This is an optimization exercise on Yosys and OpenROAD, whose aim is small area, a short achievable clock period and few clock cycles, not a production implementation.
At most, simulation tests tie the RTL to the original design; equivalence was not proved.
Only the layout flow was run in run 1; the RTL was not checked for function there.

==> flow/design.v, too long to show whole: its modules and the start of the top module <==
// module fir_filter: 3544 lines
// module fir_aoi21: 3 lines
// module fir_oai21: 3 lines
// module fir_nand2: 3 lines
// module fir_nor2: 3 lines
// module fir_inv: 3 lines
// module fir_xor2: 3 lines
// module fir_xnor2: 3 lines
// module fir_fa: 4 lines
// module fir_ha: 4 lines
module fir_filter #(
    parameter DATA_WIDTH = 16,
    parameter TAPS = 16
)(
    input wire clk,
    input wire reset,
    input wire start_fir,
    input wire [1:0] filter_mode,
    input wire [TAPS*DATA_WIDTH-1:0] input_buffer,
    output reg signed [DATA_WIDTH-1:0] fir_output,
    output reg fir_done
);
  // ...
==> flow/flow/run.sh <==
#!/bin/bash
# The standard layout (standard.sh) with smaller port buffers (buf_1).
set -uo pipefail
bash standard.sh "BUFFER_PORTS_ARGS=-buffer_cell sky130_fd_sc_hd__buf_1" finish > standard_make.log 2>&1
==> flow/standard.sh <==
#!/bin/bash
# synth_recipe.tcl (not shown) runs the flow's synth.tcl, then flattens the netlist and writes it again
# the make line also repeats each setting of config.mk as NAME=value (left out here)
make -C /OpenROAD-flow-scripts/flow DESIGN_CONFIG=/design/flow/config.mk WORK_HOME=/design/flow/orfs CLKGATE_MAP_FILE= SYNTH_SCRIPT=/design/flow/synth_recipe.tcl "${@:-finish}"
==> flow/config.mk <==
export PLATFORM = sky130hd
export DESIGN_NAME = fir_filter
export DESIGN_NICKNAME = fir_filter
export VERILOG_FILES = /design/flow/design.v
export SDC_FILE = /design/flow/constraint.sdc
export NUM_CORES = 4
export LEC_CHECK = 0
export CAP_MARGIN = 20
export CORE_MARGIN = 2
export CORE_UTILIZATION = 40
export GPL_TIMING_DRIVEN = 1
export PLACE_DENSITY = 0.6
export SETUP_SLACK_MARGIN = 4.3
export SLEW_MARGIN = 20
export SYNTH_HIERARCHICAL = 1
export SYNTH_MINIMUM_KEEP_SIZE = 0
==> flow/constraint.sdc <==
create_clock -name core_clock -period 11.0 [get_ports {clk}]
set_input_delay 2.2000 -clock core_clock [delete_from_list [all_inputs] [get_ports {clk}]]
set_output_delay 2.2000 -clock core_clock [all_outputs]
set_load 0.01 [all_outputs]
==> results.py, run 1 <==
metrics = {
    "placement": {
        "place.port_buffers": 277,
        "place_area_um2": 18300,
    },
    "clocking": {
        "htree_num_levels": 3,
        "clock-sinks": 63,
    },
    "cells_and_area": {
        "final_area_um2": 19400,
        "largest_reg_flops": 17,
        "seq_share_pct": 6.58,
        "largest_class": "multi-input gates",
        "n_all_inverters": 179,
        "final_nets": 2893,
        "multi_input_area_share_pct": 78.1,
    },
    "route": {
        "drc_errors": 0,
        "num_vias": 14200,
        "met1_length_mm": 22.6,
        "viasPerCell": 5.25,
        "antenna_left": 0,
    },
    "timing": {
        "hold_viol": 0,
        "finalSetupViolCount": 0,
        "holdWs_ns": 1.67,
        "relSlewSlack_pct": 31.4,
    },
    "critical_path": {
        "cp.arrival_ns": 6.80,
    },
    "global_routing": {
        "grt_start_max_net_pins": 76,
        "grt_pass1_wl_mm": 77.5,
        "grt.busiest_layer": "met2",
    },
    "hold_path": {
        "hold_path.class": "input pin to async pin",
    },
    "synthesis": {
        "synth.area.top_cells": "fa_1 32%, ha_1 15%, a21oi_2 8.2%, dfxtp_1 7.4%, nand2_1 7.0%",
        "synth_edf_count": 0,
        "synthAdderAreaFrac_pct": 47.1,
    },
    "outcome": {
        "status": "timing/DRC/antenna clean",
    },
}
==> inputs of run 2 (changes only) <==
--- a/flow/design.v
+++ b/flow/design.v
@@ -1887,134 +1887,201 @@
     wire fg1809;
     wire fp1810;
     wire fg1811;
     wire fp1812;
     wire fg1813;
     wire fn1814;
     wire fq1815;
     wire fn1816;
-    wire fq1817;
-    wire fn1818;
-    wire fn1819;
-    wire fq1820;
+    wire fn1817;
+    wire fq1818;
+    wire fq1819;
+    wire fn1820;
     wire fq1821;
     wire fn1822;
-    wire fq1823;
+    wire fn1823;
     wire fn1824;
-    wire fn1825;
-    wire fn1826;
-    wire fn1827;
-    wire fz1828;
-    wire fi1829;
-    wire fi1830;
+    wire fq1825;
+    wire fq1826;
+    wire fq1827;
+    wire fn1828;
+    wire fn1829;
+    wire fz1830;
     wire fn1831;
-    wire fi1832;
-    wire fq1833;
-    wire fi1834;
-    wire fn1835;
-    wire fz1836;
+    wire fq1832;
+    wire fn1833;
+    wire fn1834;
+    wire fq1835;
+    wire fq1836;
     wire fn1837;
     wire fq1838;
     wire fn1839;
-    wire fi1840;
-    wire fq1841;
-    wire fi1842;
-    wire fn1843;
-    wire fz1844;
+    wire fn1840;
+    wire fn1841;
+    wire fq1842;
+    wire fq1843;
+    wire fq1844;
     wire fn1845;
     wire fq1846;
-    wire fn1847;
-    wire fz1848;
-    wire fn1849;
-    wire fi1850;
-    wire fq1851;
-    wire fi1852;
-    wire fn1853;
-    wire fq1854;
-    wire fn1855;
-    wire fz1856;
-    wire fi1857;
-    wire fi1858;
-    wire fn1859;
-    wire fq1860;
-    wire fn1861;
-    wire fq1862;
-    wire fn1863;
-    wire fz1864;
-    wire fn1865;
-    wire fq1866;
-    wire fn1867;
-    wire fq1868;
+    wire fi1847;
+    wire fn1848;
+    wire fi1849;
+    wire fn1850;
+    wire fz1851;
+    wire fn1852;
+    wire fq1853;
+    wire fn1854;
+    wire fq1855;
+    wire fn1856;
+    wire fn1857;
+    wire fq1858;
+    wire fq1859;
+    wire fn1860;
+    wire fi1861;
+    wire fn1862;
+    wire fz1863;
+    wire fn1864;
+    wire fq1865;
+    wire fn1866;
+    wire fq1867;
+    wire fn1868;
     wire fn1869;
     wire fq1870;
-    wire fn1871;
-    wire fz1872;
-    wire fn1873;
-    wire fz1874;
+    wire fq1871;
+    wire fn1872;
+    wire fq1873;
+    wire fn1874;
     wire fn1875;
-    wire fi1876;
-    wire fq1877;
-    wire fi1878;
+    wire fz1876;
+    wire fn1877;
+    wire fq1878;
     wire fn1879;
-    wire fz1880;
-    wire fi1881;
-    wire fi1882;
-    wire fn1883;
-    wire fq1884;
+    wire fq1880;
+    wire fn1881;
+    wire fq1882;
+    wire fi1883;
+    wire fn1884;
     wire fn1885;
     wire fz1886;
     wire fn1887;
     wire fq1888;
     wire fn1889;
     wire fq1890;
     wire fn1891;
-    wire fz1892;
+    wire fq1892;
     wire fn1893;
-    wire fi1894;
-    wire fq1895;
-    wire fi1896;
-    wire fn1897;
-    wire fz1898;
-    wire fn1899;
-    wire fi1900;
+    wire fn1894;
+    wire fz1895;
+    wire fn1896;
+    wire fq1897;
+    wire fn1898;
+    wire fq1899;
+    wire fn1900;
     wire fq1901;
-    wire fi1902;
+    wire fn1902;
     wire fn1903;
-    wire fi1904;
-    wire fq1905;
-    wire fi1906;
+    wire fz1904;
+    wire fn1905;
+    wire fq1906;
     wire fn1907;
-    wire fz1908;
-    wire fi1909;
-    wire fi1910;
+    wire fq1908;
+    wire fn1909;
+    wire fq1910;
     wire fn1911;
-    wire fq1912;
-    wire fn1913;
-    wire fi1914;
-    wire fq1915;
-    wire fi1916;
+    wire fn1912;
+    wire fq1913;
+    wire fq1914;
+    wire fn1915;
+    wire fz1916;
     wire fn1917;
-    wire fz1918;
+    wire fq1918;
     wire fn1919;
     wire fq1920;
     wire fn1921;
     wire fq1922;
     wire fn1923;
-    wire fi1924;
-    wire fq1925;
-    wire fi1926;
+    wire fq1924;
+    wire fn1925;
+    wire fz1926;
     wire fn1927;
-    wire fz1928;
-    wire fi1929;
-    wire fi1930;
+    wire fq1928;
+    wire fn1929;
+    wire fq1930;
     wire fn1931;
     wire fq1932;
     wire fn1933;
-    wire fz1934;
+    wire fq1934;
+    wire fn1935;
+    wire fz1936;
+    wire fn1937;
+    wire fq1938;
+    wire fn1939;
+    wire fq1940;
+    wire fn1941;
+    wire fq1942;
+    wire fn1943;
+    wire fq1944;
+    wire fn1945;
+    wire fz1946;
+    wire fn1947;
+    wire fq1948;
+    wire fn1949;
+    wire fq1950;
+    wire fn1951;
+    wire fq1952;
+    wire fn1953;
+    wire fq1954;
+    wire fi1955;
+    wire fn1956;
+    wire fz1957;
+    wire fn1958;
+    wire fq1959;
+    wire fn1960;
+    wire fq1961;
+    wire fn1962;
+    wire fq1963;
+    wire fn1964;
+    wire fq1965;
+    wire fi1966;
+    wire fn1967;
+    wire fz1968;
+    wire fn1969;
+    wire fq1970;
+    wire fn1971;
+    wire fq1972;
+    wire fn1973;
+    wire fq1974;
+    wire fn1975;
+    wire fq1976;
+    wire fi1977;
+    wire fn1978;
+    wire fz1979;
+    wire fn1980;
+    wire fq1981;
+    wire fn1982;
+    wire fq1983;
+    wire fn1984;
+    wire fq1985;
+    wire fn1986;
+    wire fq1987;
+    wire fi1988;
+    wire fn1989;
+    wire fz1990;
+    wire fn1991;
+    wire fq1992;
+    wire fn1993;
+    wire fq1994;
+    wire fn1995;
+    wire fq1996;
+    wire fn1997;
+    wire fq1998;
+    wire fn1999;
+    wire fn2000;
+    wire fz2001;
     fir_ha u_a0_p1 (.a(x0[0]), .b(x15[0]), .s(a0_p1), .co(a0_g2));
     fir_ha u_a0_p3 (.a(x0[1]), .b(x15[1]), .s(a0_p3), .co(a0_g4));
     fir_ha u_a0_p5 (.a(x0[2]), .b(x15[2]), .s(a0_p5), .co(a0_g6));
     fir_ha u_a0_p7 (.a(x0[3]), .b(x15[3]), .s(a0_p7), .co(a0_g8));
     fir_ha u_a0_p9 (.a(x0[4]), .b(x15[4]), .s(a0_p9), .co(a0_g10));
     fir_ha u_a0_p11 (.a(x0[5]), .b(x15[5]), .s(a0_p11), .co(a0_g12));
     fir_ha u_a0_p13 (.a(x0[6]), .b(x15[6]), .s(a0_p13), .co(a0_g14));
     fir_ha u_a0_p15 (.a(x0[7]), .b(x15[7]), .s(a0_p15), .co(a0_g16));
@@ -3363,135 +3430,202 @@
     fir_ha u_fp1804 (.a(cs1752), .b(cc1751), .s(fp1804), .co(fg1805));
     fir_ha u_fp1806 (.a(cs1754), .b(cc1753), .s(fp1806), .co(fg1807));
     fir_ha u_fp1808 (.a(cs1756), .b(cc1755), .s(fp1808), .co(fg1809));
     fir_ha u_fp1810 (.a(cs1758), .b(cc1757), .s(fp1810), .co(fg1811));
     fir_ha u_fp1812 (.a(cs1760), .b(cc1759), .s(fp1812), .co(fg1813));
     fir_aoi21 u_fn1814 (.a(fp1780), .b(fg1779), .c(fg1781), .y(fn1814));
     fir_nand2 u_fq1815 (.a(fp1780), .b(fp1778), .y(fq1815));
     fir_aoi21 u_fn1816 (.a(fp1776), .b(fg1775), .c(fg1777), .y(fn1816));
-    fir_nand2 u_fq1817 (.a(fp1776), .b(fp1774), .y(fq1817));
-    fir_aoi21 u_fn1818 (.a(fp1772), .b(fg1771), .c(fg1773), .y(fn1818));
-    fir_oai21 u_fn1819 (.a(fq1817), .b(fn1818), .c(fn1816), .y(fn1819));
-    fir_nand2 u_fq1820 (.a(fp1772), .b(fp1770), .y(fq1820));
-    fir_nor2 u_fq1821 (.a(fq1817), .b(fq1820), .y(fq1821));
+    fir_oai21 u_fn1817 (.a(fq1815), .b(fn1816), .c(fn1814), .y(fn1817));
+    fir_nand2 u_fq1818 (.a(fp1776), .b(fp1774), .y(fq1818));
+    fir_nor2 u_fq1819 (.a(fq1815), .b(fq1818), .y(fq1819));
+    fir_aoi21 u_fn1820 (.a(fp1772), .b(fg1771), .c(fg1773), .y(fn1820));
+    fir_nand2 u_fq1821 (.a(fp1772), .b(fp1770), .y(fq1821));
     fir_aoi21 u_fn1822 (.a(fp1768), .b(fg1767), .c(fg1769), .y(fn1822));
-    fir_nand2 u_fq1823 (.a(fp1768), .b(fp1766), .y(fq1823));
-    fir_aoi21 u_fn1824 (.a(fp1764), .b(fg1763), .c(fg1765), .y(fn1824));
-    fir_oai21 u_fn1825 (.a(fq1823), .b(fn1824), .c(fn1822), .y(fn1825));
-    fir_aoi21 u_fn1826 (.a(fq1821), .b(fn1825), .c(fn1819), .y(fn1826));
-    fir_oai21 u_fn1827 (.a(fq1815), .b(fn1826), .c(fn1814), .y(fn1827));
-    fir_xor2 u_fz1828 (.a(fp1782), .b(fn1827), .y(fz1828));
-    fir_inv u_fi1829 (.a(fg1783), .y(fi1829));
-    fir_inv u_fi1830 (.a(fp1782), .y(fi1830));
-    fir_oai21 u_fn1831 (.a(fi1830), .b(fn1814), .c(fi1829), .y(fn1831));
-    fir_inv u_fi1832 (.a(fn1831), .y(fi1832));
-    fir_nor2 u_fq1833 (.a(fi1830), .b(fq1815), .y(fq1833));
-    fir_inv u_fi1834 (.a(fq1833), .y(fi1834));
-    fir_oai21 u_fn1835 (.a(fi1834), .b(fn1826), .c(fi1832), .y(fn1835));
-    fir_xor2 u_fz1836 (.a(fp1784), .b(fn1835), .y(fz1836));
-    fir_aoi21 u_fn1837 (.a(fp1784), .b(fg1783), .c(fg1785), .y(fn1837));
-    fir_nand2 u_fq1838 (.a(fp1784), .b(fp1782), .y(fq1838));
-    fir_oai21 u_fn1839 (.a(fq1838), .b(fn1814), .c(fn1837), .y(fn1839));
-    fir_inv u_fi1840 (.a(fn1839), .y(fi1840));
-    fir_nor2 u_fq1841 (.a(fq1838), .b(fq1815), .y(fq1841));
-    fir_inv u_fi1842 (.a(fq1841), .y(fi1842));
-    fir_oai21 u_fn1843 (.a(fi1842), .b(fn1826), .c(fi1840), .y(fn1843));
-    fir_xor2 u_fz1844 (.a(fp1786), .b(fn1843), .y(fz1844));
-    fir_aoi21 u_fn1845 (.a(fp1786), .b(fn1839), .c(fg1787), .y(fn1845));
-    fir_nand2 u_fq1846 (.a(fp1786), .b(fq1841), .y(fq1846));
-    fir_oai21 u_fn1847 (.a(fq1846), .b(fn1826), .c(fn1845), .y(fn1847));
-    fir_xor2 u_fz1848 (.a(fp1788), .b(fn1847), .y(fz1848));
-    fir_aoi21 u_fn1849 (.a(fp1788), .b(fg1787), .c(fg1789), .y(fn1849));
-    fir_inv u_fi1850 (.a(fn1849), .y(fi1850));
-    fir_nand2 u_fq1851 (.a(fp1788), .b(fp1786), .y(fq1851));
-    fir_inv u_fi1852 (.a(fq1851), .y(fi1852));
-    fir_aoi21 u_fn1853 (.a(fi1852), .b(fn1839), .c(fi1850), .y(fn1853));
-    fir_nand2 u_fq1854 (.a(fi1852), .b(fq1841), .y(fq1854));
-    fir_oai21 u_fn1855 (.a(fq1854), .b(fn1826), .c(fn1853), .y(fn1855));
-    fir_xor2 u_fz1856 (.a(fp1790), .b(fn1855), .y(fz1856));
-    fir_inv u_fi1857 (.a(fg1791), .y(fi1857));
-    fir_inv u_fi1858 (.a(fp1790), .y(fi1858));
-    fir_oai21 u_fn1859 (.a(fi1858), .b(fn1849), .c(fi1857), .y(fn1859));
-    fir_nor2 u_fq1860 (.a(fi1858), .b(fq1851), .y(fq1860));
-    fir_aoi21 u_fn1861 (.a(fq1860), .b(fn1839), .c(fn1859), .y(fn1861));
-    fir_nand2 u_fq1862 (.a(fq1860), .b(fq1841), .y(fq1862));
-    fir_oai21 u_fn1863 (.a(fq1862), .b(fn1826), .c(fn1861), .y(fn1863));
-    fir_xor2 u_fz1864 (.a(fp1792), .b(fn1863), .y(fz1864));
-    fir_aoi21 u_fn1865 (.a(fp1792), .b(fg1791), .c(fg1793), .y(fn1865));
-    fir_nand2 u_fq1866 (.a(fp1792), .b(fp1790), .y(fq1866));
-    fir_oai21 u_fn1867 (.a(fq1866), .b(fn1849), .c(fn1865), .y(fn1867));
-    fir_nor2 u_fq1868 (.a(fq1866), .b(fq1851), .y(fq1868));
-    fir_aoi21 u_fn1869 (.a(fq1868), .b(fn1839), .c(fn1867), .y(fn1869));
-    fir_nand2 u_fq1870 (.a(fq1868), .b(fq1841), .y(fq1870));
-    fir_oai21 u_fn1871 (.a(fq1870), .b(fn1826), .c(fn1869), .y(fn1871));
-    fir_xor2 u_fz1872 (.a(fp1794), .b(fn1871), .y(fz1872));
-    fir_aoi21 u_fn1873 (.a(fp1794), .b(fn1871), .c(fg1795), .y(fn1873));
-    fir_xnor2 u_fz1874 (.a(fp1796), .b(fn1873), .y(fz1874));
-    fir_aoi21 u_fn1875 (.a(fp1796), .b(fg1795), .c(fg1797), .y(fn1875));
-    fir_inv u_fi1876 (.a(fn1875), .y(fi1876));
-    fir_nand2 u_fq1877 (.a(fp1796), .b(fp1794), .y(fq1877));
-    fir_inv u_fi1878 (.a(fq1877), .y(fi1878));
-    fir_aoi21 u_fn1879 (.a(fi1878), .b(fn1871), .c(fi1876), .y(fn1879));
-    fir_xnor2 u_fz1880 (.a(fp1798), .b(fn1879), .y(fz1880));
-    fir_inv u_fi1881 (.a(fg1799), .y(fi1881));
-    fir_inv u_fi1882 (.a(fp1798), .y(fi1882));
-    fir_oai21 u_fn1883 (.a(fi1882), .b(fn1875), .c(fi1881), .y(fn1883));
-    fir_nor2 u_fq1884 (.a(fi1882), .b(fq1877), .y(fq1884));
-    fir_aoi21 u_fn1885 (.a(fq1884), .b(fn1871), .c(fn1883), .y(fn1885));
-    fir_xnor2 u_fz1886 (.a(fp1800), .b(fn1885), .y(fz1886));
-    fir_aoi21 u_fn1887 (.a(fp1800), .b(fg1799), .c(fg1801), .y(fn1887));
-    fir_nand2 u_fq1888 (.a(fp1800), .b(fp1798), .y(fq1888));
-    fir_oai21 u_fn1889 (.a(fq1888), .b(fn1875), .c(fn1887), .y(fn1889));
-    fir_nor2 u_fq1890 (.a(fq1888), .b(fq1877), .y(fq1890));
-    fir_aoi21 u_fn1891 (.a(fq1890), .b(fn1871), .c(fn1889), .y(fn1891));
-    fir_xnor2 u_fz1892 (.a(fp1802), .b(fn1891), .y(fz1892));
-    fir_aoi21 u_fn1893 (.a(fp1802), .b(fn1889), .c(fg1803), .y(fn1893));
-    fir_inv u_fi1894 (.a(fn1893), .y(fi1894));
-    fir_nand2 u_fq1895 (.a(fp1802), .b(fq1890), .y(fq1895));
-    fir_inv u_fi1896 (.a(fq1895), .y(fi1896));
-    fir_aoi21 u_fn1897 (.a(fi1896), .b(fn1871), .c(fi1894), .y(fn1897));
-    fir_xnor2 u_fz1898 (.a(fp1804), .b(fn1897), .y(fz1898));
-    fir_aoi21 u_fn1899 (.a(fp1804), .b(fg1803), .c(fg1805), .y(fn1899));
-    fir_inv u_fi1900 (.a(fn1899), .y(fi1900));
-    fir_nand2 u_fq1901 (.a(fp1804), .b(fp1802), .y(fq1901));
-    fir_inv u_fi1902 (.a(fq1901), .y(fi1902));
-    fir_aoi21 u_fn1903 (.a(fi1902), .b(fn1889), .c(fi1900), .y(fn1903));
-    fir_inv u_fi1904 (.a(fn1903), .y(fi1904));
-    fir_nand2 u_fq1905 (.a(fi1902), .b(fq1890), .y(fq1905));
-    fir_inv u_fi1906 (.a(fq1905), .y(fi1906));
-    fir_aoi21 u_fn1907 (.a(fi1906), .b(fn1871), .c(fi1904), .y(fn1907));
-    fir_xnor2 u_fz1908 (.a(fp1806), .b(fn1907), .y(fz1908));
-    fir_inv u_fi1909 (.a(fg1807), .y(fi1909));
-    fir_inv u_fi1910 (.a(fp1806), .y(fi1910));
-    fir_oai21 u_fn1911 (.a(fi1910), .b(fn1899), .c(fi1909), .y(fn1911));
-    fir_nor2 u_fq1912 (.a(fi1910), .b(fq1901), .y(fq1912));
-    fir_aoi21 u_fn1913 (.a(fq1912), .b(fn1889), .c(fn1911), .y(fn1913));
-    fir_inv u_fi1914 (.a(fn1913), .y(fi1914));
-    fir_nand2 u_fq1915 (.a(fq1912), .b(fq1890), .y(fq1915));
-    fir_inv u_fi1916 (.a(fq1915), .y(fi1916));
-    fir_aoi21 u_fn1917 (.a(fi1916), .b(fn1871), .c(fi1914), .y(fn1917));
-    fir_xnor2 u_fz1918 (.a(fp1808), .b(fn1917), .y(fz1918));
-    fir_aoi21 u_fn1919 (.a(fp1808), .b(fg1807), .c(fg1809), .y(fn1919));
-    fir_nand2 u_fq1920 (.a(fp1808), .b(fp1806), .y(fq1920));
-    fir_oai21 u_fn1921 (.a(fq1920), .b(fn1899), .c(fn1919), .y(fn1921));
-    fir_nor2 u_fq1922 (.a(fq1920), .b(fq1901), .y(fq1922));
-    fir_aoi21 u_fn1923 (.a(fq1922), .b(fn1889), .c(fn1921), .y(fn1923));
-    fir_inv u_fi1924 (.a(fn1923), .y(fi1924));
-    fir_nand2 u_fq1925 (.a(fq1922), .b(fq1890), .y(fq1925));
-    fir_inv u_fi1926 (.a(fq1925), .y(fi1926));
-    fir_aoi21 u_fn1927 (.a(fi1926), .b(fn1871), .c(fi1924), .y(fn1927));
-    fir_xnor2 u_fz1928 (.a(fp1810), .b(fn1927), .y(fz1928));
-    fir_inv u_fi1929 (.a(fg1811), .y(fi1929));
-    fir_inv u_fi1930 (.a(fp1810), .y(fi1930));
-    fir_oai21 u_fn1931 (.a(fi1930), .b(fn1923), .c(fi1929), .y(fn1931));
-    fir_nor2 u_fq1932 (.a(fi1930), .b(fq1925), .y(fq1932));
-    fir_aoi21 u_fn1933 (.a(fq1932), .b(fn1871), .c(fn1931), .y(fn1933));
-    fir_xnor2 u_fz1934 (.a(fp1812), .b(fn1933), .y(fz1934));
-    wire [25:10] zt = {fz1934, fz1928, fz1918, fz1908, fz1898, fz1892, fz1886, fz1880, fz1874, fz1872, fz1864, fz1856, fz1848, fz1844, fz1836, fz1828};
+    fir_oai21 u_fn1823 (.a(fq1821), .b(fn1822), .c(fn1820), .y(fn1823));
+    fir_aoi21 u_fn1824 (.a(fq1819), .b(fn1823), .c(fn1817), .y(fn1824));
+    fir_nand2 u_fq1825 (.a(fp1768), .b(fp1766), .y(fq1825));
+    fir_nor2 u_fq1826 (.a(fq1821), .b(fq1825), .y(fq1826));
+    fir_nand2 u_fq1827 (.a(fq1819), .b(fq1826), .y(fq1827));
+    fir_aoi21 u_fn1828 (.a(fp1764), .b(fg1763), .c(fg1765), .y(fn1828));
+    fir_oai21 u_fn1829 (.a(fq1827), .b(fn1828), .c(fn1824), .y(fn1829));
+    fir_xor2 u_fz1830 (.a(fp1782), .b(fn1829), .y(fz1830));
+    fir_aoi21 u_fn1831 (.a(fp1782), .b(fg1781), .c(fg1783), .y(fn1831));
+    fir_nand2 u_fq1832 (.a(fp1782), .b(fp1780), .y(fq1832));
+    fir_aoi21 u_fn1833 (.a(fp1778), .b(fg1777), .c(fg1779), .y(fn1833));
+    fir_oai21 u_fn1834 (.a(fq1832), .b(fn1833), .c(fn1831), .y(fn1834));
+    fir_nand2 u_fq1835 (.a(fp1778), .b(fp1776), .y(fq1835));
+    fir_nor2 u_fq1836 (.a(fq1832), .b(fq1835), .y(fq1836));
+    fir_aoi21 u_fn1837 (.a(fp1774), .b(fg1773), .c(fg1775), .y(fn1837));
+    fir_nand2 u_fq1838 (.a(fp1774), .b(fp1772), .y(fq1838));
+    fir_aoi21 u_fn1839 (.a(fp1770), .b(fg1769), .c(fg1771), .y(fn1839));
+    fir_oai21 u_fn1840 (.a(fq1838), .b(fn1839), .c(fn1837), .y(fn1840));
+    fir_aoi21 u_fn1841 (.a(fq1836), .b(fn1840), .c(fn1834), .y(fn1841));
+    fir_nand2 u_fq1842 (.a(fp1770), .b(fp1768), .y(fq1842));
+    fir_nor2 u_fq1843 (.a(fq1838), .b(fq1842), .y(fq1843));
+    fir_nand2 u_fq1844 (.a(fq1836), .b(fq1843), .y(fq1844));
+    fir_aoi21 u_fn1845 (.a(fp1766), .b(fg1765), .c(fg1767), .y(fn1845));
+    fir_nand2 u_fq1846 (.a(fp1766), .b(fp1764), .y(fq1846));
+    fir_inv u_fi1847 (.a(fg1763), .y(fi1847));
+    fir_oai21 u_fn1848 (.a(fq1846), .b(fi1847), .c(fn1845), .y(fn1848));
+    fir_inv u_fi1849 (.a(fn1848), .y(fi1849));
+    fir_oai21 u_fn1850 (.a(fq1844), .b(fi1849), .c(fn1841), .y(fn1850));
+    fir_xor2 u_fz1851 (.a(fp1784), .b(fn1850), .y(fz1851));
+    fir_aoi21 u_fn1852 (.a(fp1784), .b(fg1783), .c(fg1785), .y(fn1852));
+    fir_nand2 u_fq1853 (.a(fp1784), .b(fp1782), .y(fq1853));
+    fir_oai21 u_fn1854 (.a(fq1853), .b(fn1814), .c(fn1852), .y(fn1854));
+    fir_nor2 u_fq1855 (.a(fq1853), .b(fq1815), .y(fq1855));
+    fir_oai21 u_fn1856 (.a(fq1818), .b(fn1820), .c(fn1816), .y(fn1856));
+    fir_aoi21 u_fn1857 (.a(fq1855), .b(fn1856), .c(fn1854), .y(fn1857));
+    fir_nor2 u_fq1858 (.a(fq1818), .b(fq1821), .y(fq1858));
+    fir_nand2 u_fq1859 (.a(fq1855), .b(fq1858), .y(fq1859));
+    fir_oai21 u_fn1860 (.a(fq1825), .b(fn1828), .c(fn1822), .y(fn1860));
+    fir_inv u_fi1861 (.a(fn1860), .y(fi1861));
+    fir_oai21 u_fn1862 (.a(fq1859), .b(fi1861), .c(fn1857), .y(fn1862));
+    fir_xor2 u_fz1863 (.a(fp1786), .b(fn1862), .y(fz1863));
+    fir_aoi21 u_fn1864 (.a(fp1786), .b(fg1785), .c(fg1787), .y(fn1864));
+    fir_nand2 u_fq1865 (.a(fp1786), .b(fp1784), .y(fq1865));
+    fir_oai21 u_fn1866 (.a(fq1865), .b(fn1831), .c(fn1864), .y(fn1866));
+    fir_nor2 u_fq1867 (.a(fq1865), .b(fq1832), .y(fq1867));
+    fir_oai21 u_fn1868 (.a(fq1835), .b(fn1837), .c(fn1833), .y(fn1868));
+    fir_aoi21 u_fn1869 (.a(fq1867), .b(fn1868), .c(fn1866), .y(fn1869));
+    fir_nor2 u_fq1870 (.a(fq1835), .b(fq1838), .y(fq1870));
+    fir_nand2 u_fq1871 (.a(fq1867), .b(fq1870), .y(fq1871));
+    fir_oai21 u_fn1872 (.a(fq1842), .b(fn1845), .c(fn1839), .y(fn1872));
+    fir_nor2 u_fq1873 (.a(fq1842), .b(fq1846), .y(fq1873));
+    fir_aoi21 u_fn1874 (.a(fq1873), .b(fg1763), .c(fn1872), .y(fn1874));
+    fir_oai21 u_fn1875 (.a(fq1871), .b(fn1874), .c(fn1869), .y(fn1875));
+    fir_xor2 u_fz1876 (.a(fp1788), .b(fn1875), .y(fz1876));
+    fir_aoi21 u_fn1877 (.a(fp1788), .b(fg1787), .c(fg1789), .y(fn1877));
+    fir_nand2 u_fq1878 (.a(fp1788), .b(fp1786), .y(fq1878));
+    fir_oai21 u_fn1879 (.a(fq1878), .b(fn1852), .c(fn1877), .y(fn1879));
+    fir_nor2 u_fq1880 (.a(fq1878), .b(fq1853), .y(fq1880));
+    fir_aoi21 u_fn1881 (.a(fq1880), .b(fn1817), .c(fn1879), .y(fn1881));
+    fir_nand2 u_fq1882 (.a(fq1880), .b(fq1819), .y(fq1882));
+    fir_inv u_fi1883 (.a(fn1828), .y(fi1883));
+    fir_aoi21 u_fn1884 (.a(fq1826), .b(fi1883), .c(fn1823), .y(fn1884));
+    fir_oai21 u_fn1885 (.a(fq1882), .b(fn1884), .c(fn1881), .y(fn1885));
+    fir_xor2 u_fz1886 (.a(fp1790), .b(fn1885), .y(fz1886));
+    fir_aoi21 u_fn1887 (.a(fp1790), .b(fg1789), .c(fg1791), .y(fn1887));
+    fir_nand2 u_fq1888 (.a(fp1790), .b(fp1788), .y(fq1888));
+    fir_oai21 u_fn1889 (.a(fq1888), .b(fn1864), .c(fn1887), .y(fn1889));
+    fir_nor2 u_fq1890 (.a(fq1888), .b(fq1865), .y(fq1890));
+    fir_aoi21 u_fn1891 (.a(fq1890), .b(fn1834), .c(fn1889), .y(fn1891));
+    fir_nand2 u_fq1892 (.a(fq1890), .b(fq1836), .y(fq1892));
+    fir_aoi21 u_fn1893 (.a(fq1843), .b(fn1848), .c(fn1840), .y(fn1893));
+    fir_oai21 u_fn1894 (.a(fq1892), .b(fn1893), .c(fn1891), .y(fn1894));
+    fir_xor2 u_fz1895 (.a(fp1792), .b(fn1894), .y(fz1895));
+    fir_aoi21 u_fn1896 (.a(fp1792), .b(fg1791), .c(fg1793), .y(fn1896));
+    fir_nand2 u_fq1897 (.a(fp1792), .b(fp1790), .y(fq1897));
+    fir_oai21 u_fn1898 (.a(fq1897), .b(fn1877), .c(fn1896), .y(fn1898));
+    fir_nor2 u_fq1899 (.a(fq1897), .b(fq1878), .y(fq1899));
+    fir_aoi21 u_fn1900 (.a(fq1899), .b(fn1854), .c(fn1898), .y(fn1900));
+    fir_nand2 u_fq1901 (.a(fq1899), .b(fq1855), .y(fq1901));
+    fir_aoi21 u_fn1902 (.a(fq1858), .b(fn1860), .c(fn1856), .y(fn1902));
+    fir_oai21 u_fn1903 (.a(fq1901), .b(fn1902), .c(fn1900), .y(fn1903));
+    fir_xor2 u_fz1904 (.a(fp1794), .b(fn1903), .y(fz1904));
+    fir_aoi21 u_fn1905 (.a(fp1794), .b(fg1793), .c(fg1795), .y(fn1905));
+    fir_nand2 u_fq1906 (.a(fp1794), .b(fp1792), .y(fq1906));
+    fir_oai21 u_fn1907 (.a(fq1906), .b(fn1887), .c(fn1905), .y(fn1907));
+    fir_nor2 u_fq1908 (.a(fq1906), .b(fq1888), .y(fq1908));
+    fir_aoi21 u_fn1909 (.a(fq1908), .b(fn1866), .c(fn1907), .y(fn1909));
+    fir_nand2 u_fq1910 (.a(fq1908), .b(fq1867), .y(fq1910));
+    fir_aoi21 u_fn1911 (.a(fq1870), .b(fn1872), .c(fn1868), .y(fn1911));
+    fir_oai21 u_fn1912 (.a(fq1910), .b(fn1911), .c(fn1909), .y(fn1912));
+    fir_nand2 u_fq1913 (.a(fq1870), .b(fq1873), .y(fq1913));
+    fir_nor2 u_fq1914 (.a(fq1910), .b(fq1913), .y(fq1914));
+    fir_aoi21 u_fn1915 (.a(fq1914), .b(fg1763), .c(fn1912), .y(fn1915));
+    fir_xnor2 u_fz1916 (.a(fp1796), .b(fn1915), .y(fz1916));
+    fir_aoi21 u_fn1917 (.a(fp1796), .b(fg1795), .c(fg1797), .y(fn1917));
+    fir_nand2 u_fq1918 (.a(fp1796), .b(fp1794), .y(fq1918));
+    fir_oai21 u_fn1919 (.a(fq1918), .b(fn1896), .c(fn1917), .y(fn1919));
+    fir_nor2 u_fq1920 (.a(fq1918), .b(fq1897), .y(fq1920));
+    fir_aoi21 u_fn1921 (.a(fq1920), .b(fn1879), .c(fn1919), .y(fn1921));
+    fir_nand2 u_fq1922 (.a(fq1920), .b(fq1880), .y(fq1922));
+    fir_oai21 u_fn1923 (.a(fq1922), .b(fn1824), .c(fn1921), .y(fn1923));
+    fir_nor2 u_fq1924 (.a(fq1922), .b(fq1827), .y(fq1924));
+    fir_aoi21 u_fn1925 (.a(fq1924), .b(fi1883), .c(fn1923), .y(fn1925));
+    fir_xnor2 u_fz1926 (.a(fp1798), .b(fn1925), .y(fz1926));
+    fir_aoi21 u_fn1927 (.a(fp1798), .b(fg1797), .c(fg1799), .y(fn1927));
+    fir_nand2 u_fq1928 (.a(fp1798), .b(fp1796), .y(fq1928));
+    fir_oai21 u_fn1929 (.a(fq1928), .b(fn1905), .c(fn1927), .y(fn1929));
+    fir_nor2 u_fq1930 (.a(fq1928), .b(fq1906), .y(fq1930));
+    fir_aoi21 u_fn1931 (.a(fq1930), .b(fn1889), .c(fn1929), .y(fn1931));
+    fir_nand2 u_fq1932 (.a(fq1930), .b(fq1890), .y(fq1932));
+    fir_oai21 u_fn1933 (.a(fq1932), .b(fn1841), .c(fn1931), .y(fn1933));
+    fir_nor2 u_fq1934 (.a(fq1932), .b(fq1844), .y(fq1934));
+    fir_aoi21 u_fn1935 (.a(fq1934), .b(fn1848), .c(fn1933), .y(fn1935));
+    fir_xnor2 u_fz1936 (.a(fp1800), .b(fn1935), .y(fz1936));
+    fir_aoi21 u_fn1937 (.a(fp1800), .b(fg1799), .c(fg1801), .y(fn1937));
+    fir_nand2 u_fq1938 (.a(fp1800), .b(fp1798), .y(fq1938));
+    fir_oai21 u_fn1939 (.a(fq1938), .b(fn1917), .c(fn1937), .y(fn1939));
+    fir_nor2 u_fq1940 (.a(fq1938), .b(fq1918), .y(fq1940));
+    fir_aoi21 u_fn1941 (.a(fq1940), .b(fn1898), .c(fn1939), .y(fn1941));
+    fir_nand2 u_fq1942 (.a(fq1940), .b(fq1899), .y(fq1942));
+    fir_oai21 u_fn1943 (.a(fq1942), .b(fn1857), .c(fn1941), .y(fn1943));
+    fir_nor2 u_fq1944 (.a(fq1942), .b(fq1859), .y(fq1944));
+    fir_aoi21 u_fn1945 (.a(fq1944), .b(fn1860), .c(fn1943), .y(fn1945));
+    fir_xnor2 u_fz1946 (.a(fp1802), .b(fn1945), .y(fz1946));
+    fir_aoi21 u_fn1947 (.a(fp1802), .b(fg1801), .c(fg1803), .y(fn1947));
+    fir_nand2 u_fq1948 (.a(fp1802), .b(fp1800), .y(fq1948));
+    fir_oai21 u_fn1949 (.a(fq1948), .b(fn1927), .c(fn1947), .y(fn1949));
+    fir_nor2 u_fq1950 (.a(fq1948), .b(fq1928), .y(fq1950));
+    fir_aoi21 u_fn1951 (.a(fq1950), .b(fn1907), .c(fn1949), .y(fn1951));
+    fir_nand2 u_fq1952 (.a(fq1950), .b(fq1908), .y(fq1952));
+    fir_oai21 u_fn1953 (.a(fq1952), .b(fn1869), .c(fn1951), .y(fn1953));
+    fir_nor2 u_fq1954 (.a(fq1952), .b(fq1871), .y(fq1954));
+    fir_inv u_fi1955 (.a(fn1874), .y(fi1955));
+    fir_aoi21 u_fn1956 (.a(fq1954), .b(fi1955), .c(fn1953), .y(fn1956));
+    fir_xnor2 u_fz1957 (.a(fp1804), .b(fn1956), .y(fz1957));
+    fir_aoi21 u_fn1958 (.a(fp1804), .b(fg1803), .c(fg1805), .y(fn1958));
+    fir_nand2 u_fq1959 (.a(fp1804), .b(fp1802), .y(fq1959));
+    fir_oai21 u_fn1960 (.a(fq1959), .b(fn1937), .c(fn1958), .y(fn1960));
+    fir_nor2 u_fq1961 (.a(fq1959), .b(fq1938), .y(fq1961));
+    fir_aoi21 u_fn1962 (.a(fq1961), .b(fn1919), .c(fn1960), .y(fn1962));
+    fir_nand2 u_fq1963 (.a(fq1961), .b(fq1920), .y(fq1963));
+    fir_oai21 u_fn1964 (.a(fq1963), .b(fn1881), .c(fn1962), .y(fn1964));
+    fir_nor2 u_fq1965 (.a(fq1963), .b(fq1882), .y(fq1965));
+    fir_inv u_fi1966 (.a(fn1884), .y(fi1966));
+    fir_aoi21 u_fn1967 (.a(fq1965), .b(fi1966), .c(fn1964), .y(fn1967));
+    fir_xnor2 u_fz1968 (.a(fp1806), .b(fn1967), .y(fz1968));
+    fir_aoi21 u_fn1969 (.a(fp1806), .b(fg1805), .c(fg1807), .y(fn1969));
+    fir_nand2 u_fq1970 (.a(fp1806), .b(fp1804), .y(fq1970));
+    fir_oai21 u_fn1971 (.a(fq1970), .b(fn1947), .c(fn1969), .y(fn1971));
+    fir_nor2 u_fq1972 (.a(fq1970), .b(fq1948), .y(fq1972));
+    fir_aoi21 u_fn1973 (.a(fq1972), .b(fn1929), .c(fn1971), .y(fn1973));
+    fir_nand2 u_fq1974 (.a(fq1972), .b(fq1930), .y(fq1974));
+    fir_oai21 u_fn1975 (.a(fq1974), .b(fn1891), .c(fn1973), .y(fn1975));
+    fir_nor2 u_fq1976 (.a(fq1974), .b(fq1892), .y(fq1976));
+    fir_inv u_fi1977 (.a(fn1893), .y(fi1977));
+    fir_aoi21 u_fn1978 (.a(fq1976), .b(fi1977), .c(fn1975), .y(fn1978));
+    fir_xnor2 u_fz1979 (.a(fp1808), .b(fn1978), .y(fz1979));
+    fir_aoi21 u_fn1980 (.a(fp1808), .b(fg1807), .c(fg1809), .y(fn1980));
+    fir_nand2 u_fq1981 (.a(fp1808), .b(fp1806), .y(fq1981));
+    fir_oai21 u_fn1982 (.a(fq1981), .b(fn1958), .c(fn1980), .y(fn1982));
+    fir_nor2 u_fq1983 (.a(fq1981), .b(fq1959), .y(fq1983));
+    fir_aoi21 u_fn1984 (.a(fq1983), .b(fn1939), .c(fn1982), .y(fn1984));
+    fir_nand2 u_fq1985 (.a(fq1983), .b(fq1940), .y(fq1985));
+    fir_oai21 u_fn1986 (.a(fq1985), .b(fn1900), .c(fn1984), .y(fn1986));
+    fir_nor2 u_fq1987 (.a(fq1985), .b(fq1901), .y(fq1987));
+    fir_inv u_fi1988 (.a(fn1902), .y(fi1988));
+    fir_aoi21 u_fn1989 (.a(fq1987), .b(fi1988), .c(fn1986), .y(fn1989));
+    fir_xnor2 u_fz1990 (.a(fp1810), .b(fn1989), .y(fz1990));
+    fir_aoi21 u_fn1991 (.a(fp1810), .b(fg1809), .c(fg1811), .y(fn1991));
+    fir_nand2 u_fq1992 (.a(fp1810), .b(fp1808), .y(fq1992));
+    fir_oai21 u_fn1993 (.a(fq1992), .b(fn1969), .c(fn1991), .y(fn1993));
+    fir_nor2 u_fq1994 (.a(fq1992), .b(fq1970), .y(fq1994));
+    fir_aoi21 u_fn1995 (.a(fq1994), .b(fn1949), .c(fn1993), .y(fn1995));
+    fir_nand2 u_fq1996 (.a(fq1994), .b(fq1950), .y(fq1996));
+    fir_oai21 u_fn1997 (.a(fq1996), .b(fn1909), .c(fn1995), .y(fn1997));
+    fir_nor2 u_fq1998 (.a(fq1996), .b(fq1910), .y(fq1998));
+    fir_oai21 u_fn1999 (.a(fq1913), .b(fi1847), .c(fn1911), .y(fn1999));
+    fir_aoi21 u_fn2000 (.a(fq1998), .b(fn1999), .c(fn1997), .y(fn2000));
+    fir_xnor2 u_fz2001 (.a(fp1812), .b(fn2000), .y(fz2001));
+    wire [25:10] zt = {fz2001, fz1990, fz1979, fz1968, fz1957, fz1946, fz1936, fz1926, fz1916, fz1904, fz1895, fz1886, fz1876, fz1863, fz1851, fz1830};
     wire [25:0] z = {zt, 10'b0};
     always @(posedge clk or posedge reset) begin
         if (reset) fir_done <= 1'b0;
         else fir_done <= start_fir;
     end
     always @(posedge clk) begin
         r0_0 <= bs1452;
         r0_1 <= bs1496;
--- a/flow/config.mk
+++ b/flow/config.mk
@@ -5,12 +5,12 @@
 export SDC_FILE = /design/flow/constraint.sdc
 export NUM_CORES = 4
 export LEC_CHECK = 0
 export CAP_MARGIN = 20
 export CORE_MARGIN = 2
 export CORE_UTILIZATION = 40
 export GPL_TIMING_DRIVEN = 1
 export PLACE_DENSITY = 0.6
-export SETUP_SLACK_MARGIN = 4.3
+export SETUP_SLACK_MARGIN = 4.65
 export SLEW_MARGIN = 20
 export SYNTH_HIERARCHICAL = 1
 export SYNTH_MINIMUM_KEEP_SIZE = 0
==> run 2 against run 1 <==
  * Still clean
  * Critical path depth did not move
  * Cell count increased by 6.3%
  * Critical path type unchanged
  * Critical endpoint is now r0_10
==> results.py, run 2 <==
metrics = {
    "route": {
        "firstDrtPassIters": 5,
        "dr.first_iter.drc_count": 925,
        "drc_errors": 0,
        "finalWirelength_mm": 55.2,
        "antenna_left": 0,
        "routedWlPerCell_um": 19.2,
        "num_vias": 15100,
        "viasPerCell": 5.24,
    },
    "floorplanning": {
        "dieArea_um2": 44900,
        "die_h_um": 212,
        "rows": 76,
        "core_area_um2": 42900,
        "initial_core_util_pct": 40.3,
        "ios": 278,
        "die_w_um": 212,
    },
    "synthesis": {
        "ys_types": 33,
        "syn_area_um2": 17300,
        "netlist_instances": 1967,
        "ys_seq_area_share_pct": 7.33,
        "synth_xor_xnor_area_share_pct": 7.30,
        "synth_compound_area_share_pct": 20.8,
        "ys_ff_latch": 63,
        "synthFlopType": "dfxtp_1",
        "postSynthAreaPerCell_um2": 8.78,
        "synthAdderAreaFrac_pct": 46.0,
        "synth_simple_gate_area_share_pct": 12.6,
        "async_flop_share_pct": 1.59,
        "synth_top_area_share_pct": 31.5,
        "synth_top_family_by_area": "adder cells",
        "synth_mux_area_share_pct": 0.355,
        "yosys.area.top_type": "fa_1",
        "ys_warn_count": 7,
        "synth_edf_count": 0,
        "yosys-top-cells-count": "336 x nand2_1, 272 x fa_1, 200 x ha_1, 182 x a21oi_2, 168 x o21ai_1",
        "yosysMostFrequentCell": "nand2_1",
        "synth.area.top_cells": "fa_1 32%, ha_1 14%, a21oi_2 9.2%, nand2_1 7.3%, dfxtp_1 7.2%",
    },
    "cells_and_area": {
        "final_common_cell": "nand2_1",
        "final_nets": 3016,
        "area_growth_pct": 26.0,
        "largest_reg_flops": 17,
        "fill_cells": 3983,
        "mostFrequentLayoutCells": "317 x nand2_1, 269 x fa_1, 265 x buf_1",
        "drive_gt1_share_pct": 24.0,
        "largest-register": "r_eg",
        "n_antenna_cell": 0,
    },
    "global_routing": {
        "grt_pass1_vias": 15900,
        "antenna_found_initial": 0,
        "overflow": 0,
        "grt_use_total_pct": 24.7,
        "grt_start_max_net_pins": 106,
        "grt_pass1_wl_mm": 85.1,
    },
    "critical_path": {
        "criticalPathCategory": "input pin to register",
        "slowest_delay_ns": 0.57,
        "worstPathMaxFanout": 5,
        "cp.arrival_ns": 6.55,
        "cpMaxStageDelayCell": "fa_1",
        "path_cells": "buf_1 > ha_1 > a21oi_4 > o21ai_4 > buf_12 > a21oi_4 > o21ai_1 > xor2_2 > nand2_1 > o211ai_1 > fa_1 > fa_1 > fa_1 > fa_1 > fa_1",
        "cp-end-kind": "register",
        "start_kind": "input pin",
        "cp.required_ns": 11.20,
        "cpMostUsedCell": "fa_1",
    },
    "clocking": {
        "path_clk_slew_ns": 0.06,
        "clock-sinks": 63,
        "cts_hold_buf": 0,
        "cts_tree": "yes",
        "clock_path_buffers": 2,
        "cts_buffers": 9,
        "cts_root_buf": "clkbuf_16",
        "htree_num_levels": 3,
    },
    "timing": {
        "finalCritPeriodShare_pct": 57.8,
        "slew_viol_final": 0,
        "min_period_ns": 6.36,
        "worst_slew_pin_slew_ns": 0.835,
        "final.setup.tns_ns": 0,
        "fin_ws_ns": 4.64,
        "hold_viol": 0,
        "relSlewSlack_pct": 44.4,
        "fmax_ghz": 0.157,
        "finalSetupViolCount": 0,
        "rsz0062_at_grt": "yes",
    },
    "outcome": {
        "status": "timing/DRC/antenna clean",
    },
    "placement": {
        "hpwlAfterDp_mm": 45.0,
        "gp_congestion": 0.937,
        "preCtsSetupSlack_ns": 3.79,
        "place.port_buffers": 277,
    },
    "hold_path": {
        "hold_path.class": "input pin to async pin",
    },
    "flow_run": {
        "cap_violations": 0,
    },
}
run 2: repair_timing:
action | in CTS | in global routing
cloned | 6 | 0
setup endpoints to repair | 48 | 46
gates resized for setup | 135 | 210
setup buffers | 42 | 34
pin swaps | 49 | 128
run 2: per-module statistics from Yosys, one instance, submodules excluded:
module | cells | copies in the design | area (µm²) | flops+latches
fir_fa | 1 | 272 | 20.0 | 0
fir_filter | 648 | 1 | 4350 | 63
fir_xnor2 | 1 | 49 | 8.76 | 0
fir_oai21 | 1 | 168 | 5.00 | 0
fir_ha | 1 | 195 | 12.5 | 0
fir_aoi21 | 1 | 182 | 8.76 | 0
fir_inv | 1 | 152 | 3.75 | 0
fir_nand2 | 1 | 128 | 3.75 | 0
fir_xor2 | 1 | 95 | 8.76 | 0
fir_nor2 | 1 | 78 | 3.75 | 0
run 2: per-layer routing:
| metal | global-route usage [%] | routed length (µm) | vias to the layer above |
|---|---|---|---|
| met3 | 3.25 | 2290 | 94 |
| li1 | - | - | 7177 |
| met2 | 46.1 | 29100 | 410 |
| met5 | 0 | 0 | - |
| met1 | 29.3 | 22200 | 7379 |
| met4 | 7.58 | 1560 | 0 |
run 2: through the flow:
step / utilization [%] / instances / hold slack (ns) / area [µm²]
6_report: 50.7 / 2873 / 1.67 / 21800
2_1_floorplan: - / 1973 / 1.93 / 17400
3_3_place_gp: 44.0 / 2775 / 2.02 / 18900
4_1_cts: 47.6 / 2839 / 1.67 / 20400
3_5_place_dp: 44.0 / 2775 / 2.03 / 18900
5_1_grt: 50.7 / 2873 / 1.68 / 21800
run 2: cell families after synthesis:
kind of cell	after synthesis
flops	63
compound gates	522
buf+inv	226
other cells	1
fa+ha+maj	472
mux	6
xor+xnor	144
simple gates	533
run 2: worst paths after layout:
path,from,end,slack [ns],depth (start not counted)
worst max-delay path,input_buffer[225],r0_10,4.64,15
worst min-delay path,reset,fir_done,1.67,2
max in group asynchronous,reset,fir_done,9.24,2
min in group core_clock,start_fir,fir_done,1.96,1
run 2: cell type report:
class | instances | area (µm²) | share of cell area [%]
Inverter | 159 | 604 | 2.78
Clock inverter | 7 | 104 | 0.477
Tap cell | 585 | 732 | 3.36
Timing Repair Buffer | 360 | 1880 | 8.63
Multi-Input combinational cell | 1690 | 16900 | 77.8
Sequential cell | 63 | 1290 | 5.94
Clock buffer | 9 | 225 | 1.03
run 2: critical path: cells and delay by family:
family / cells / cell delay (ns)
adder cells (fa/ha/maj): 6 / 2.83
AO/OA/AOI/OAI: 5 / 0.87
XOR/XNOR: 1 / 0.31
buffers and inverters: 2 / 0.22
AND/OR/NAND/NOR: 1 / 0.09
Testbench counts of run 2, summed over its fixed seeds: cycles 1,032.
==> inputs of run 3 (changes only) <==
--- a/flow/config.mk
+++ b/flow/config.mk
@@ -10,7 +10,7 @@
 export CORE_UTILIZATION = 40
 export GPL_TIMING_DRIVEN = 1
 export PLACE_DENSITY = 0.6
-export SETUP_SLACK_MARGIN = 4.65
+export SETUP_SLACK_MARGIN = 4.4
 export SLEW_MARGIN = 20
 export SYNTH_HIERARCHICAL = 1
 export SYNTH_MINIMUM_KEEP_SIZE = 0
==> run 3 against run 2 <==
  * Still clean
  * Fmax is 2.0% lower
  * Worst setup slack worse by 0.13 ns
  * Flip-flop and latch count unchanged
  * Worst hold slack lost 0.0088 ns
  * Critical endpoint unchanged
==> results.py, run 3 <==
metrics = {
    "outcome": {
        "status": "timing/DRC/antenna clean",
    },
    "critical_path": {
        "cp-end-kind": "register",
        "cp.arrival_ns": 6.71,
        "worstPathMaxFanout": 5,
        "path_cells": "buf_1 > ha_1 > a21oi_2 > o21ai_4 > buf_12 > a21oi_2 > buf_4 > o21ai_1 > xor2_2 > o21ai_0 > fa_1 > fa_1 > fa_1 > fa_1 > fa_1",
        "cp.required_ns": 11.22,
        "slowest_delay_ns": 0.60,
        "criticalPathCategory": "input pin to register",
        "cpMostUsedCell": "fa_1",
        "cpMaxStageDelayCell": "fa_1",
        "start_kind": "input pin",
    },
    "placement": {
        "place.port_buffers": 277,
        "preCtsSetupSlack_ns": 3.44,
        "gp_congestion": 0.931,
        "placed_cells": 2775,
        "place_area_um2": 18800,
        "hpwlAfterDp_mm": 45.4,
    },
    "floorplanning": {
        "initial_core_util_pct": 40.3,
        "dieArea_um2": 44900,
        "die_h_um": 212,
        "ios": 278,
        "core_area_um2": 42900,
        "die_w_um": 212,
        "rows": 76,
    },
    "timing": {
        "min_period_ns": 6.49,
        "rsz0062_at_grt": "yes",
        "hold_viol": 0,
        "finalSetupViolCount": 0,
        "final.setup.tns_ns": 0,
        "finalCritPeriodShare_pct": 59.0,
        "relSlewSlack_pct": 37.3,
        "slew_viol_final": 0,
        "worst_slew_pin_slew_ns": 0.941,
        "fmax_ghz": 0.154,
        "fin_ws_ns": 4.51,
    },
    "route": {
        "num_vias": 14800,
        "firstDrtPassIters": 5,
        "dr.first_iter.drc_count": 967,
        "viasPerCell": 5.27,
        "finalWirelength_mm": 53.4,
        "routedWlPerCell_um": 18.9,
        "drc_errors": 0,
        "antenna_left": 0,
    },
    "global_routing": {
        "grt_pass1_vias": 15200,
        "overflow": 0,
        "grt_use_total_pct": 23.8,
        "antenna_found_initial": 0,
        "grt_pass1_wl_mm": 82.9,
        "grt_start_max_net_pins": 79,
    },
    "cells_and_area": {
        "multiInputGateArea_um2": 15600,
        "largest-register": "r_eg",
        "fill_cells": 4274,
        "n_antenna_cell": 0,
        "mostFrequentLayoutCells": "336 x nand2_1, 276 x buf_1, 272 x fa_1",
        "fin_cells": 2820,
        "final_nets": 2963,
        "final_common_cell": "nand2_1",
        "drive_gt1_share_pct": 14.2,
        "area_growth_pct": 15.1,
        "final_area_um2": 19900,
        "largest_reg_flops": 17,
        "regArea_um2": 1280,
    },
    "synthesis": {
        "syn_area_um2": 17300,
        "ys_seq_area_share_pct": 7.33,
        "synth_edf_count": 0,
        "yosys-top-cells-count": "336 x nand2_1, 272 x fa_1, 200 x ha_1, 182 x a21oi_2, 168 x o21ai_1",
        "yosysMostFrequentCell": "nand2_1",
        "synth.area.top_cells": "fa_1 32%, ha_1 14%, a21oi_2 9.2%, nand2_1 7.3%, dfxtp_1 7.2%",
        "postSynthAreaPerCell_um2": 8.78,
        "ys_types": 33,
        "synth_top_area_share_pct": 31.5,
        "yosys.area.top_type": "fa_1",
        "ys_warn_count": 7,
        "async_flop_share_pct": 1.59,
        "ys_ff_latch": 63,
        "netlist_instances": 1967,
        "synthFlopType": "dfxtp_1",
    },
    "clocking": {
        "cts_buffers": 9,
        "cts_tree": "yes",
        "htree_num_levels": 3,
        "cts_hold_buf": 0,
        "clock-sinks": 63,
        "cts_root_buf": "clkbuf_16",
        "path_clk_slew_ns": 0.06,
        "clock_path_buffers": 2,
    },
    "flow_run": {
        "cap_violations": 0,
    },
    "hold_path": {
        "hold_path.class": "input pin to async pin",
    },
}
## run 3: kinds of logic after synthesis
group           Yosys count  share of synthesized area, %
compound gates          522                          20.8
xor+xnor                144                          7.30
fa+ha+maj               472                          46.0
buf+inv                 226                          5.58
flops                    63                          7.33
mux                       6                         0.355
other cells               1                        0.0217
simple gates            533                          12.6
## run 3: timing repair
action | 4_1_cts | 5_1_grt
buffers inserted | 2 | 24
gates cloned | 0 | 3
endpoints found under the setup margin | 33 | 41
gates resized for setup | 35 | 69
pin swaps | 3 | 20
## run 3: worst paths after layout
kind,start,to,cells after the start
max in group asynchronous,reset,fir_done,2
min in group core_clock,start_fir,fir_done,1
setup / recovery,input_buffer[115],r0_10,15
hold / removal,reset,fir_done,2
## run 3: area by class of cell
class,count,area share [%]
timing repair buffer,310,6.87
multi-input combinational,1687,78.4
clock inverter,6,0.428
sequential,63,6.45
inverter,159,3.03
tap,585,3.68
clock buffer,10,1.15
## run 3: stage by stage
step | utilization (%) | hold WS, ns
after floorplan | - | 1.93
after global routing | 46.4 | 1.67
after detailed placement | 43.8 | 2.01
after CTS | 45.1 | 1.65
final | 46.4 | 1.66
after global placement | 43.8 | 2.01
## run 3: layer usage
layer / track usage [%] / up-vias / part of all wire (%)
li1: - / 7065 / -
met1: 34.6 / 7234 / 46
met2: 37.8 / 503 / 47
met3: 2.34 / 46 / 5.3
met4: 6.22 / 0 / 2.0
met5: 0 / - / 0
## run 3: worst max-delay path, delay by kind of cell
| family | cells | cell delay, ns |
|---|---|---|
| fa+ha+maj | 6 | 2.90 |
| compound gates | 5 | 0.89 |
| buf+inv | 3 | 0.39 |
| xor+xnor | 1 | 0.32 |
## run 3: Yosys stat by module, one instance, submodules excluded, excerpt
module | flip-flops and latches | times used | cell area (µm²)
fir_aoi21 | 0 | 182 | 8.76
fir_nand2 | 0 | 128 | 3.75
fir_fa | 0 | 272 | 20.0
fir_xnor2 | 0 | 49 | 8.76
fir_inv | 0 | 152 | 3.75
fir_xor2 | 0 | 95 | 8.76
fir_oai21 | 0 | 168 | 5.00
fir_filter | 63 | 1 | 4350
==> inputs of run 4 (changes only) <==
--- a/flow/config.mk
+++ b/flow/config.mk
@@ -10,7 +10,7 @@
 export CORE_UTILIZATION = 40
 export GPL_TIMING_DRIVEN = 1
 export PLACE_DENSITY = 0.6
-export SETUP_SLACK_MARGIN = 4.4
+export SETUP_SLACK_MARGIN = 3.9
 export SLEW_MARGIN = 20
 export SYNTH_HIERARCHICAL = 1
 export SYNTH_MINIMUM_KEEP_SIZE = 0
==> run 4 against run 3 <==
  * Critical endpoint is now r0_11
  * Still clean on timing, DRC and antenna
  * Worst hold slack improved by 0.0034 ns
  * Worst setup slack got worse by 0.43 ns
  * Core utilization decreased by 1.7 points
  * Synthesized cell count unchanged
  * Via count decreased by 1.9%
  * Final area decreased by 3.7%
  * Fmax decreased by 6.2%
==> results.py, run 4 <==
metrics = {
    "floorplanning": {
        "die_w_um": 212,
        "dieArea_um2": 44900,
        "core_area_um2": 42900,
        "rows": 76,
        "ios": 278,
        "initial_core_util_pct": 40.3,
        "die_h_um": 212,
    },
    "cells_and_area": {
        "finish.utilization_pct": 44.7,
        "largest-register": "r_eg",
        "area_growth_pct": 10.9,
        "mostFrequentLayoutCells": "336 x nand2_1, 277 x buf_1, 272 x fa_1",
        "largest_reg_flops": 17,
        "n_antenna_cell": 0,
        "final_common_cell": "nand2_1",
        "drive_gt1_share_pct": 9.97,
        "final_nets": 2934,
    },
    "route": {
        "drc_errors": 0,
        "finalWirelength_mm": 51.9,
        "dr.first_iter.drc_count": 779,
        "antenna_left": 0,
        "routedWlPerCell_um": 18.6,
        "viasPerCell": 5.22,
        "firstDrtPassIters": 5,
        "num_vias": 14600,
    },
    "synthesis": {
        "ys_ff_latch": 63,
        "ys_types": 33,
        "yosysMostFrequentCell": "nand2_1",
        "yosys.area.top_type": "fa_1",
        "ys_seq_area_share_pct": 7.33,
        "synth.area.top_cells": "fa_1 32%, ha_1 14%, a21oi_2 9.2%, nand2_1 7.3%, dfxtp_1 7.2%",
        "synth_edf_count": 0,
        "synthFlopType": "dfxtp_1",
        "postSynthAreaPerCell_um2": 8.78,
        "synth_top_area_share_pct": 31.5,
        "async_flop_share_pct": 1.59,
        "yosys-top-cells-count": "336 x nand2_1, 272 x fa_1, 200 x ha_1, 182 x a21oi_2, 168 x o21ai_1",
        "netlist_instances": 1967,
        "ys_warn_count": 7,
        "syn_area_um2": 17300,
    },
    "global_routing": {
        "grt_pass1_vias": 15100,
        "overflow": 0,
        "use_met1_pct": 34.4,
        "use_met2_pct": 37.8,
        "grt_pass1_wl_mm": 82.5,
        "grt.busiest_layer": "met2",
        "met3_usage_pct": 2.33,
        "antenna_found_initial": 0,
        "grt_start_max_net_pins": 79,
        "grt_use_total_pct": 23.6,
    },
    "placement": {
        "place.port_buffers": 277,
        "gp_congestion": 0.931,
        "hpwlAfterDp_mm": 45.4,
    },
    "clocking": {
        "cts_buffers": 9,
        "cts_tree": "yes",
        "clock_path_buffers": 2,
        "cts_root_buf": "clkbuf_16",
        "path_clk_slew_ns": 0.05,
        "cts_hold_buf": 0,
        "htree_num_levels": 3,
        "clock-sinks": 63,
    },
    "timing": {
        "min_period_ns": 6.92,
        "slew_viol_final": 0,
        "rsz0062_at_grt": "no",
        "final.setup.tns_ns": 0,
        "fmax_ghz": 0.145,
        "finalSetupViolCount": 0,
        "worst_slew_pin_slew_ns": 0.935,
        "finalCritPeriodShare_pct": 62.9,
        "hold_viol": 0,
        "relSlewSlack_pct": 37.7,
    },
    "critical_path": {
        "start_kind": "input pin",
        "path_cells": "buf_1 > ha_1 > a21oi_2 > o21ai_2 > a21oi_2 > o21ai_1 > xor2_1 > nand2_1 > o21ai_0 > fa_1 > fa_1 > fa_1 > fa_1 > fa_1",
        "crit_buf_inv": 1,
        "slowest_delay_ns": 0.59,
        "cp-end-kind": "register",
        "critPathTopFamily": "adder cells",
        "cp.arrival_ns": 7.13,
        "cpMostUsedCell": "fa_1",
        "criticalPathCategory": "input pin to register",
        "worstPathMaxFanout": 9,
        "cpMaxStageDelayCell": "xor2_1",
        "cp.required_ns": 11.21,
    },
    "outcome": {
        "status": "timing/DRC/antenna clean",
    },
    "flow_run": {
        "cap_violations": 0,
    },
    "hold_path": {
        "hold_path.class": "input pin to async pin",
    },
}
==> run 4: cell counts after synthesis <==
Identical to the previous run, type by type.
==> run 4: worst max path at each step <==
stage / start / end / slack, ns / cells after the start
after CTS: input_buffer[113] / r0_15 / 3.91 / 13
after floorplan: input_buffer[65] / r0_17 / 4.43 / 13
after global placement: input_buffer[97] / r0_12 / 3.48 / 14
after detailed placement: input_buffer[97] / r0_12 / 3.44 / 14
final: input_buffer[97] / r0_11 / 4.08 / 14
after global routing: input_buffer[97] / r0_10 / 3.94 / 14
==> run 4: per-module statistics from Yosys, one instance, submodules excluded <==
module      cells  flops+latches
fir_aoi21       1              0
fir_fa          1              0
fir_filter    648             63
fir_ha          1              0
fir_inv         1              0
fir_nand2       1              0
fir_nor2        1              0
fir_oai21       1              0
fir_xnor2       1              0
fir_xor2        1              0
==> run 4: area by class of cell <==
type | count | area, µm²
inverters | 159 | 597
fillers | 4312 | 23700
multi-input cells | 1684 | 15200
clock inverters | 6 | 85.1
well taps | 585 | 732
clock buffers | 10 | 229
repair buffers | 284 | 1090
flip-flops and latches | 63 | 1270
==> run 4: kinds of logic (layout without fill, tap and decap cells) <==
kind of cell | count (synthesis) | in the layout | synth area share [%]
AND/OR/NAND/NOR | 533 | 533 | 12.6
AO/OA/AOI/OAI | 522 | 522 | 20.8
adder cells (fa/ha/maj) | 472 | 472 | 46.0
buffers and inverters | 226 | 459 | 5.58
XOR/XNOR | 144 | 144 | 7.30
flip-flops | 63 | 63 | 7.33
multiplexers | 6 | 6 | 0.355
other | 1 | 7 | 0.0217
==> run 4: what timing repair did <==
action | 4_1_cts | 5_1_grt
endpoints found under the setup margin | 5 | 18
gates resized for setup | 3 | 8
pin swaps | 0 | 0
buffers inserted | 0 | 0
==> run 4: through the flow <==
step,instance area (µm²),worst slack [ns],hold slack (ns),std cells
global placement,18800,3.48,2.01,2775
detailed placement,18800,3.44,2.01,2775
floorplan,17300,4.43,1.93,1973
global route,19200,3.94,1.67,2791
finish,19200,4.08,1.67,2791
CTS,19100,3.91,1.65,2791
==> run 4: metal layers <==
layer	vias up	part of all wire [%]
met4	0	1.8
met1	7046	48
met2	437	46
met3	42	5.0
li1	7035	-
met5	-	0

-- afterwards: timing with drivers on the ports --
In the flow no input, the clock included, has a driving cell. The finished layouts below were timed again as built, in two steps.
Step 1: set_driving_cell puts a clkbuf_16 on clk and a buf_2 on each other input, an assumption about the parent block.
Step 2 times the ports against the registers' clock, not the clock port: input delays grow and output delays shrink by t, the midpoint of the rising clock arrivals with the driver on.
Three values: ideal ports, drivers, drivers and shift; two values: the first two.
| run | t (ns) | slack for setup (ns) | hold slack, ns | worst data-port slew with drivers (ns) | pins driven straight from the clock port |
|---|---|---|---|---|---|
| run 1 | 0.373 | 4.403 / 4.423 / 4.050 | 1.665 / 1.645 / 2.019 | 0.10 | 1 |
| run 2 | 0.374 | 4.643 / 4.670 / 4.296 | 1.673 / 1.645 / 2.020 | 0.04 | 1 |
| run 3 | 0.385 | 4.512 / 4.534 / 4.149 | 1.664 / 1.635 / 2.019 | 0.06 | 1 |
| run 4 | 0.380 | 4.080 / 4.107 / 3.727 | 1.668 / 1.638 / 2.018 | 0.06 | 1 |
After both steps every run listed still meets setup and hold. The setup slack of run 3, which loses most, moves by +0.022 ns with the drivers and by -0.363 ns with both steps.
